From an optimization exercise on the open Yosys and OpenROAD flow, aimed at small area and a short achievable clock period; shortcuts taken in it are not production practice. RTL that was checked went through simulation tests only; none was proved equivalent to the original. Power and IR drop assume default switching activity.

==> flow/design.v <==
module APB_MASTER(
    input            PCLK, PRESETn,
    input            ST, WEN,
    input      [8:0] APB_WADRS, APB_RADRS,
    input      [7:0] APB_WDATA,
    input      [7:0] PRDATA,
    output reg [1:0] RHI,
    output reg [31:0] RLO,
    output reg [7:0] WHI, WLO,
    output reg [7:0] PWDATA,
    output reg       PSLVERR,
    output reg [7:0] APB_RDATA_OUT
);
reg setup;    
reg free;     
reg pwrite;   
reg aerr;     
reg rdacc;    
reg erracc;   
wire       take = PRESETn & ST & ~setup;
wire [8:0] adr  = WEN ? APB_WADRS : APB_RADRS;
always @(posedge PCLK)
begin
    setup  <= take;
    free   <= ~take;
end
always @(posedge PCLK)
begin
    pwrite <= WEN;
    aerr   <= |adr[8:6];
    RLO    <= {{8{adr[5:4] == 2'd3}}, {8{adr[5:4] == 2'd2}},
               {8{adr[5:4] == 2'd1}}, {8{adr[5:4] == 2'd0}}} & {4{8'd1 << adr[2:0]}};
    RHI    <= (adr[7:6] == 2'b00) ? {adr[3], ~adr[3]} : 2'b00;
    PWDATA <= (PWDATA & {8{setup}}) | (APB_WDATA & {8{free}});
end
wire go = PRESETn & setup;
always @(posedge PCLK)
begin
    rdacc  <= go & ~pwrite;
    erracc <= go & aerr;
    WHI    <= {RHI[1], RHI[0], RHI[1], RHI[0], RHI[1], RHI[0], RHI[1], RHI[0]}
              & {{2{|RLO[31:24]}}, {2{|RLO[23:16]}}, {2{|RLO[15:8]}}, {2{|RLO[7:0]}}}
              & {8{go & pwrite}};
    WLO    <= RLO[31:24] | RLO[23:16] | RLO[15:8] | RLO[7:0];
end
always @(posedge PCLK)
begin
    if (!PRESETn)
        APB_RDATA_OUT <= 8'd0;
    else if (rdacc)
        APB_RDATA_OUT <= PRDATA;
end
always @(posedge PCLK)
    PSLVERR <= PRESETn & ((setup & aerr) | erracc);
endmodule
module APB_SLAVE(
    input            PCLK, PRESETn,
    input      [1:0] RHI,
    input      [31:0] RLO,
    input      [7:0] WHI, WLO,
    input      [7:0] PWDATA,
    output reg [7:0] PRDATA
);
reg [7:0] mem [0:63];
integer g, j;
always @(posedge PCLK)
begin
    for (g = 0; g < 8; g = g + 1)
        for (j = 0; j < 8; j = j + 1)
            if (PRESETn & WHI[g] & WLO[j])
                mem[8*g+j] <= PWDATA;
end
reg [7:0] grp [0:7];
reg [7:0] rd;
always @(*)
begin
    for (g = 0; g < 8; g = g + 1)
    begin
        grp[g] = 8'd0;
        for (j = 0; j < 8; j = j + 1)
            grp[g] = grp[g] | ({8{RLO[8*(g/2)+j]}} & mem[8*g+j]);
    end
    rd = 8'd0;
    for (g = 0; g < 8; g = g + 1)
        rd = rd | ({8{RHI[g%2]}} & grp[g]);
end
always @(posedge PCLK)
    PRDATA <= rd;
endmodule
module APB_TOP(
    input PCLK, PRESETn,
    input ST, WEN,
    input [8:0] APB_WADRS, APB_RADRS,
    input [7:0] APB_WDATA,
    output [7:0] APB_RDATA_OUT,
    output PSLVERR
);
    wire [1:0] RHI;         
    wire [31:0] RLO;        
    wire [7:0] WHI, WLO;    
    wire [7:0] PWDATA, PRDATA;
    APB_MASTER MASTER_INST (
        .PCLK(PCLK),
        .PRESETn(PRESETn),
        .ST(ST),
        .WEN(WEN),
        .APB_WADRS(APB_WADRS),
        .APB_RADRS(APB_RADRS),
        .APB_WDATA(APB_WDATA),
        .PRDATA(PRDATA),
        .RHI(RHI),
        .RLO(RLO),
        .WHI(WHI),
        .WLO(WLO),
        .PWDATA(PWDATA),
        .PSLVERR(PSLVERR),
        .APB_RDATA_OUT(APB_RDATA_OUT)
    );
    APB_SLAVE SLAVE_INST (
        .PCLK(PCLK),
        .PRESETn(PRESETn),
        .RHI(RHI),
        .RLO(RLO),
        .WHI(WHI),
        .WLO(WLO),
        .PWDATA(PWDATA),
        .PRDATA(PRDATA)
    );
endmodule
Settings: LEC_CHECK=0, CAP_MARGIN=20, CORE_MARGIN=2, CORE_UTILIZATION=40, SETUP_SLACK_MARGIN=1.0, SLEW_MARGIN=20; clock period 2.7 ns.
standard.sh (not shown) runs the stock make flow with config.mk's settings and CLKGATE_MAP_FILE= SYNTH_SCRIPT=/design/flow/synth_recipe.tcl, a recipe that flattens the netlist after the stock synthesis.
==> flow/flow/run.sh <==
#!/bin/bash
set -euo pipefail
sed "s|CLKGATE_MAP_FILE= |CLKGATE_MAP_FILE= MATCH_CELL_FOOTPRINT=0 'BUFFER_PORTS_ARGS=-buffer_cell sky130_fd_sc_hd__buf_2' 'CTS_ARGS=-sink_clustering_enable -repair_clock_nets -sink_clustering_size 25 -sink_clustering_max_diameter 80 -dont_use_dummy_load' |" standard.sh > own_standard.sh
grep -q MATCH_CELL_FOOTPRINT=0 own_standard.sh
bash own_standard.sh > own_flow.log 2>&1
Then changed:
--- a/flow/design.v
+++ b/flow/design.v
@@ -4,8 +4,7 @@
     input      [8:0] APB_WADRS, APB_RADRS,
     input      [7:0] APB_WDATA,
     input      [7:0] PRDATA,
-    output reg [1:0] RHI,
-    output reg [31:0] RLO,
+    output reg [7:0] RHI, RLO,
     output reg [7:0] WHI, WLO,
     output reg [7:0] PWDATA,
     output reg       PSLVERR,
@@ -28,9 +27,8 @@
 begin
     pwrite <= WEN;
     aerr   <= |adr[8:6];
-    RLO    <= {{8{adr[5:4] == 2'd3}}, {8{adr[5:4] == 2'd2}},
-               {8{adr[5:4] == 2'd1}}, {8{adr[5:4] == 2'd0}}} & {4{8'd1 << adr[2:0]}};
-    RHI    <= (adr[7:6] == 2'b00) ? {adr[3], ~adr[3]} : 2'b00;
+    RLO    <= 8'd1 << adr[2:0];
+    RHI    <= (adr[7:6] == 2'b00) ? (8'd1 << adr[5:3]) : 8'd0;
     PWDATA <= (PWDATA & {8{setup}}) | (APB_WDATA & {8{free}});
 end
 wire go = PRESETn & setup;
@@ -38,10 +36,8 @@
 begin
     rdacc  <= go & ~pwrite;
     erracc <= go & aerr;
-    WHI    <= {RHI[1], RHI[0], RHI[1], RHI[0], RHI[1], RHI[0], RHI[1], RHI[0]}
-              & {{2{|RLO[31:24]}}, {2{|RLO[23:16]}}, {2{|RLO[15:8]}}, {2{|RLO[7:0]}}}
-              & {8{go & pwrite}};
-    WLO    <= RLO[31:24] | RLO[23:16] | RLO[15:8] | RLO[7:0];
+    WHI    <= RHI & {8{go & pwrite}};
+    WLO    <= RLO;
 end
 always @(posedge PCLK)
 begin
@@ -55,8 +51,7 @@
 endmodule
 module APB_SLAVE(
     input            PCLK, PRESETn,
-    input      [1:0] RHI,
-    input      [31:0] RLO,
+    input      [7:0] RHI, RLO,
     input      [7:0] WHI, WLO,
     input      [7:0] PWDATA,
     output reg [7:0] PRDATA
@@ -78,11 +73,11 @@
     begin
         grp[g] = 8'd0;
         for (j = 0; j < 8; j = j + 1)
-            grp[g] = grp[g] | ({8{RLO[8*(g/2)+j]}} & mem[8*g+j]);
+            grp[g] = grp[g] | ({8{RLO[j]}} & mem[8*g+j]);
     end
     rd = 8'd0;
     for (g = 0; g < 8; g = g + 1)
-        rd = rd | ({8{RHI[g%2]}} & grp[g]);
+        rd = rd | ({8{RHI[g]}} & grp[g]);
 end
 always @(posedge PCLK)
     PRDATA <= rd;
@@ -95,8 +90,7 @@
     output [7:0] APB_RDATA_OUT,
     output PSLVERR
 );
-    wire [1:0] RHI;         
-    wire [31:0] RLO;        
+    wire [7:0] RHI, RLO;    
     wire [7:0] WHI, WLO;    
     wire [7:0] PWDATA, PRDATA;
     APB_MASTER MASTER_INST (
What happened: Non-clock buffer count came out lower by 2; routed wire length came out lower by about 12%; register-to-register slack gains 130 ps; worst hold slack gains 33 ps; setup slack gains 130 ps; final area came out lower by 2.5%; critical path depth came out higher by 1; count of clock-buffer cells in the layout came out lower by 1; synthesized area came out lower by 2.6%; cell count came out lower by 2.9%; power came out lower by 1.9%; via count came out lower by about 7%; global-route usage came out lower by 1.6 points.
The RTL of the first run of this note was laid out without a check of its function.

Another version of the RTL of APB_TOP (not shown whole).
Size: ~560 flip-flops, roughly 39 I/O pins, about 0.021 sq mm of cells after synthesis.
==> module APB_MASTER, before the edit <==
module APB_MASTER(
    input            PCLK, PRESETn,
    input            ST, WEN,
    input      [8:0] APB_WADRS, APB_RADRS,
    input      [7:0] APB_WDATA,
    input      [7:0] PRDATA,
    output           WE,
    output reg [7:0] HI, LO,
    output reg [7:0] PWDATA,
    output reg       PSLVERR,
    output reg [7:0] APB_RDATA_OUT
);
reg setup, access;    
reg free;             
reg pwrite;           
reg aerr;             
wire       take = PRESETn & ST & ~setup;
wire [8:0] adr  = WEN ? APB_WADRS : APB_RADRS;
always @(posedge PCLK)
begin
    setup  <= take;
    free   <= ~take;
    access <= PRESETn & setup;
end
wire [7:0] lo_n = 8'd1 << adr[2:0];
wire [7:0] hi_n = (adr[7:6] == 2'b00) ? (8'd1 << adr[5:3]) : 8'd0;
always @(posedge PCLK)
begin
    pwrite <= (pwrite & setup) | (WEN & free);
    aerr   <= (aerr & setup) | ((|adr[8:6]) & free);
    PWDATA <= (PWDATA & {8{setup}}) | (APB_WDATA & {8{free}});
    LO     <= (LO & {8{setup}}) | (lo_n & {8{free}});
    HI     <= (HI & {8{setup}}) | (hi_n & {8{free}});
end
assign WE = PRESETn & access & pwrite;
always @(posedge PCLK)
begin
    if (!PRESETn)
        APB_RDATA_OUT <= 8'd0;
    else if (access & ~pwrite)
        APB_RDATA_OUT <= PRDATA;
end
always @(posedge PCLK)
    PSLVERR <= PRESETn & (setup | access) & aerr;
endmodule
==> flow/config.mk <==
export PLATFORM = sky130hd
export DESIGN_NAME = APB_TOP
export DESIGN_NICKNAME = APB_TOP
export VERILOG_FILES = /design/flow/design.v
export SDC_FILE = /design/flow/constraint.sdc
export NUM_CORES = 4
export LEC_CHECK = 0
export CAP_MARGIN = 20
export CORE_MARGIN = 2
export CORE_UTILIZATION = 40
export SETUP_SLACK_MARGIN = 1.0
export SLEW_MARGIN = 20
==> flow/constraint.sdc <==
create_clock -name core_clock -period 2.7 [get_ports {PCLK}]
set_input_delay 0.5400 -clock core_clock [delete_from_list [all_inputs] [get_ports {PCLK}]]
set_output_delay 0.5400 -clock core_clock [all_outputs]
set_load 0.01 [all_outputs]
run.sh (not shown) runs the stock make flow with config.mk's settings and CLKGATE_MAP_FILE= SYNTH_SCRIPT=/design/flow/synth_recipe.tcl, a recipe that flattens the netlist after the stock synthesis.
Stock flow here: none of the scripts above is used.
Change:
--- a/flow/design.v
+++ b/flow/design.v
@@ -8,32 +8,31 @@
     output reg [7:0] HI, LO,
     output reg [7:0] PWDATA,
     output reg       PSLVERR,
     output reg [7:0] APB_RDATA_OUT
 );
 reg setup, access;    
-reg free;             
 reg pwrite;           
 reg aerr;             
 wire       take = PRESETn & ST & ~setup;
 wire [8:0] adr  = WEN ? APB_WADRS : APB_RADRS;
 always @(posedge PCLK)
 begin
     setup  <= take;
-    free   <= ~take;
     access <= PRESETn & setup;
 end
-wire [7:0] lo_n = 8'd1 << adr[2:0];
-wire [7:0] hi_n = (adr[7:6] == 2'b00) ? (8'd1 << adr[5:3]) : 8'd0;
 always @(posedge PCLK)
 begin
-    pwrite <= (pwrite & setup) | (WEN & free);
-    aerr   <= (aerr & setup) | ((|adr[8:6]) & free);
-    PWDATA <= (PWDATA & {8{setup}}) | (APB_WDATA & {8{free}});
-    LO     <= (LO & {8{setup}}) | (lo_n & {8{free}});
-    HI     <= (HI & {8{setup}}) | (hi_n & {8{free}});
+    if (!setup)
+    begin
+        pwrite <= WEN;
+        aerr   <= |adr[8:6];
+        PWDATA <= APB_WDATA;
+        LO     <= 8'd1 << adr[2:0];
+        HI     <= (adr[7:6] == 2'b00) ? (8'd1 << adr[5:3]) : 8'd0;
+    end
 end
 assign WE = PRESETn & access & pwrite;
 always @(posedge PCLK)
 begin
     if (!PRESETn)
         APB_RDATA_OUT <= 8'd0;
Final area goes down by about 1.4%.
Die area came out lower by 0.39%.
Power goes down by about 2.1%.
Sequential share of layout area is higher by 1.8 points.
Fmax decreases by about 7.5%.
Non-clock buffer count fell by 20.
Clock-buffer cell count increases by 6.
Cell count went down by about 3%.
Function was not checked in any run of this note: the RTL went through the layout flow alone.

Setup of 10-03:
APB_TOP, a different RTL version from the one above (not shown whole).
For scale: about 1200 cells after synthesis, about 600 flip-flops, about 39 I/O pins, ~22000 um2 of cells after synthesis.
==> module APB_MASTER, before the edit <==
module APB_MASTER(
    input            PCLK, PRESETn,
    input            ST, WEN,
    input      [8:0] APB_WADRS, APB_RADRS,
    input      [7:0] APB_WDATA,
    input      [7:0] PRDATA,
    output reg [7:0] RHI,
    output reg [31:0] RLO,
    output reg [7:0] WHI, WLO,
    output reg [7:0] PWDATA,
    output reg       PSLVERR,
    output reg [7:0] APB_RDATA_OUT
);
reg setup;    
reg free;     
reg pwrite;   
reg aerr;     
reg rdacc;    
reg erracc;   
wire       take = PRESETn & ST & ~setup;
wire [8:0] adr  = WEN ? APB_WADRS : APB_RADRS;
always @(posedge PCLK)
begin
    setup  <= take;
    free   <= ~take;
end
always @(posedge PCLK)
begin
    pwrite <= WEN;
    aerr   <= |adr[8:6];
    RLO    <= {{8{adr[5:4] == 2'd3}}, {8{adr[5:4] == 2'd2}},
               {8{adr[5:4] == 2'd1}}, {8{adr[5:4] == 2'd0}}} & {4{8'd1 << adr[2:0]}};
    RHI    <= (adr[7:6] == 2'b00) ? (8'd1 << adr[5:3]) : 8'd0;
    PWDATA <= (PWDATA & {8{setup}}) | (APB_WDATA & {8{free}});
end
wire go = PRESETn & setup;
always @(posedge PCLK)
begin
    rdacc  <= go & ~pwrite;
    erracc <= go & aerr;
    WHI    <= RHI & {8{go & pwrite}};
    WLO    <= RLO[31:24] | RLO[23:16] | RLO[15:8] | RLO[7:0];
end
always @(posedge PCLK)
begin
    if (!PRESETn)
        APB_RDATA_OUT <= 8'd0;
    else if (rdacc)
        APB_RDATA_OUT <= PRDATA;
end
always @(posedge PCLK)
    PSLVERR <= PRESETn & ((setup & aerr) | erracc);
endmodule
==> module APB_SLAVE, before the edit <==
module APB_SLAVE(
    input            PCLK, PRESETn,
    input      [7:0] RHI,
    input      [31:0] RLO,
    input      [7:0] WHI, WLO,
    input      [7:0] PWDATA,
    output reg [7:0] PRDATA
);
reg [7:0] mem [0:63];
integer g, j;
always @(posedge PCLK)
begin
    for (g = 0; g < 8; g = g + 1)
        for (j = 0; j < 8; j = j + 1)
            if (PRESETn & WHI[g] & WLO[j])
                mem[8*g+j] <= PWDATA;
end
reg [7:0] grp [0:7];
reg [7:0] rd;
always @(*)
begin
    for (g = 0; g < 8; g = g + 1)
    begin
        grp[g] = 8'd0;
        for (j = 0; j < 8; j = j + 1)
            grp[g] = grp[g] | ({8{RLO[8*(g/2)+j]}} & mem[8*g+j]);
    end
    rd = 8'd0;
    for (g = 0; g < 8; g = g + 1)
        rd = rd | ({8{RHI[g]}} & grp[g]);
end
always @(posedge PCLK)
    PRDATA <= rd;
endmodule
==> module APB_TOP, before the edit <==
module APB_TOP(
    input PCLK, PRESETn,
    input ST, WEN,
    input [8:0] APB_WADRS, APB_RADRS,
    input [7:0] APB_WDATA,
    output [7:0] APB_RDATA_OUT,
    output PSLVERR
);
    wire [7:0] RHI;         
    wire [31:0] RLO;        
    wire [7:0] WHI, WLO;    
    wire [7:0] PWDATA, PRDATA;
    APB_MASTER MASTER_INST (
        .PCLK(PCLK),
        .PRESETn(PRESETn),
        .ST(ST),
        .WEN(WEN),
        .APB_WADRS(APB_WADRS),
        .APB_RADRS(APB_RADRS),
        .APB_WDATA(APB_WDATA),
        .PRDATA(PRDATA),
        .RHI(RHI),
        .RLO(RLO),
        .WHI(WHI),
        .WLO(WLO),
        .PWDATA(PWDATA),
        .PSLVERR(PSLVERR),
        .APB_RDATA_OUT(APB_RDATA_OUT)
    );
    APB_SLAVE SLAVE_INST (
        .PCLK(PCLK),
        .PRESETn(PRESETn),
        .RHI(RHI),
        .RLO(RLO),
        .WHI(WHI),
        .WLO(WLO),
        .PWDATA(PWDATA),
        .PRDATA(PRDATA)
    );
endmodule
export LEC_CHECK = 0
export CAP_MARGIN = 20
export CORE_MARGIN = 2
export CORE_UTILIZATION = 40
export SETUP_SLACK_MARGIN = 1.15
export SLEW_MARGIN = 20
create_clock -name core_clock -period 2.7 [get_ports {PCLK}]
standard.sh (not shown) runs the stock make flow with config.mk's settings and CLKGATE_MAP_FILE= SYNTH_SCRIPT=/design/flow/synth_recipe.tcl, a recipe that flattens the netlist after the stock synthesis.
Scripts as last shown in full above: flow/flow/run.sh
Inputs modified between 10-03 and 04-10:
==> flow/design.v <==
module APB_MASTER(
    input            PCLK, PRESETn,
    input            ST, WEN,
    input      [8:0] APB_WADRS, APB_RADRS,
    input      [7:0] APB_WDATA,
    input      [7:0] PRDATA,
    output reg [7:0] RHI, RLO,
    output reg [7:0] WHI, WLO,
    output reg [7:0] PWDATA,
    output reg       PSLVERR,
    output reg [7:0] APB_RDATA_OUT
);
reg setup;    
reg free;     
reg pwrite;   
reg aerr;     
reg rdacc;    
reg erracc;   
wire       take = PRESETn & ST & ~setup;
wire [8:0] adr  = WEN ? APB_WADRS : APB_RADRS;
always @(posedge PCLK)
begin
    setup  <= take;
    free   <= ~take;
end
always @(posedge PCLK)
begin
    pwrite <= WEN;
    aerr   <= |adr[8:6];
    RLO    <= 8'd1 << adr[2:0];
    RHI    <= (adr[7:6] == 2'b00) ? (8'd1 << adr[5:3]) : 8'd0;
    PWDATA <= (PWDATA & {8{setup}}) | (APB_WDATA & {8{free}});
end
wire go = PRESETn & setup;
always @(posedge PCLK)
begin
    rdacc  <= go & ~pwrite;
    erracc <= go & aerr;
    WHI    <= RHI & {8{go & pwrite}};
    WLO    <= RLO;
end
always @(posedge PCLK)
begin
    if (!PRESETn)
        APB_RDATA_OUT <= 8'd0;
    else if (rdacc)
        APB_RDATA_OUT <= PRDATA;
end
always @(posedge PCLK)
    PSLVERR <= PRESETn & ((setup & aerr) | erracc);
endmodule
module APB_SLAVE(
    input            PCLK, PRESETn,
    input      [7:0] RHI, RLO,
    input      [7:0] WHI, WLO,
    input      [7:0] PWDATA,
    output reg [7:0] PRDATA
);
reg [7:0] mem [0:63];
integer g, j;
always @(posedge PCLK)
begin
    for (g = 0; g < 8; g = g + 1)
        for (j = 0; j < 8; j = j + 1)
            if (PRESETn & WHI[g] & WLO[j])
                mem[8*g+j] <= PWDATA;
end
reg [7:0] grp [0:7];
reg [7:0] rd;
always @(*)
begin
    for (g = 0; g < 8; g = g + 1)
    begin
        grp[g] = 8'd0;
        for (j = 0; j < 8; j = j + 1)
            grp[g] = grp[g] | ({8{RLO[j]}} & mem[8*g+j]);
    end
    rd = 8'd0;
    for (g = 0; g < 8; g = g + 1)
        rd = rd | ({8{RHI[g]}} & grp[g]);
end
always @(posedge PCLK)
    PRDATA <= rd;
endmodule
module APB_TOP(
    input PCLK, PRESETn,
    input ST, WEN,
    input [8:0] APB_WADRS, APB_RADRS,
    input [7:0] APB_WDATA,
    output [7:0] APB_RDATA_OUT,
    output PSLVERR
);
    wire [7:0] RHI, RLO;    
    wire [7:0] WHI, WLO;    
    wire [7:0] PWDATA, PRDATA;
    APB_MASTER MASTER_INST (
        .PCLK(PCLK),
        .PRESETn(PRESETn),
        .ST(ST),
        .WEN(WEN),
        .APB_WADRS(APB_WADRS),
        .APB_RADRS(APB_RADRS),
        .APB_WDATA(APB_WDATA),
        .PRDATA(PRDATA),
        .RHI(RHI),
        .RLO(RLO),
        .WHI(WHI),
        .WLO(WLO),
        .PWDATA(PWDATA),
        .PSLVERR(PSLVERR),
        .APB_RDATA_OUT(APB_RDATA_OUT)
    );
    APB_SLAVE SLAVE_INST (
        .PCLK(PCLK),
        .PRESETn(PRESETn),
        .RHI(RHI),
        .RLO(RLO),
        .WHI(WHI),
        .WLO(WLO),
        .PWDATA(PWDATA),
        .PRDATA(PRDATA)
    );
endmodule
==> comparison <==
- Initial core utilization delta (04-10 -> 10-03): insignificant
- 04-10 vs. 10-03: worst-case hold slack went up, placed instance area now sits lower, part of the cycle the worst path needs saw an increase, total power now sits lower.
- Taking 10-03 as the reference, in 04-10 wire length of the first global-routing pass decreased by 0.62% relative to the old numbers, vertical die dimension fell 1.4%, multi-input combinational gate total decreased by 39 relative to the old numbers.
- The end point of the critical path comes out SLAVE_INST.PRDATA[0] in one run and SLAVE_INST.PRDATA[1] in the other, namely in 10-03 and 04-10 respectively.

[static timing again, ports no longer ideal]
In the flow no input, the clock included, has a driving cell. The finished layouts below were timed again as built, in two steps. Step 1 assumes that a clkbuf_16 drives the clock port and a buf_2 every other input. Step 2 times the ports against the registers' clock, not the clock port: input delays grow and output delays shrink by t, the midpoint of the rising clock arrivals with the driver on. Slacks: ideal ports / drivers / drivers and shift; pairs: ideal ports / drivers.
run | t, ns | slack for setup (ns) | worst setup path after step 2
the first run of note 1 | 0.645 | 0.879 / 0.879 / 0.732 | input to register
the second run of note 1 | 0.633 | 1.013 / 1.013 / 0.827 | input to register
the first run of note 2 | 0.629 | 0.943 / 0.943 / 0.419 | input to register
the second run of note 2 | 0.637 | 0.800 / 0.800 / 0.409 | input to register
10-03 | 0.655 | 1.082 / 1.026 / 0.677 | input to register
04-10 | 0.628 | 1.023 / 1.020 / 0.705 | input to register
After both steps every run listed still meets setup and hold. The setup slack of the first run of note 2, which loses most, moves by 0.000 ns with the drivers and by -0.524 ns with both steps.
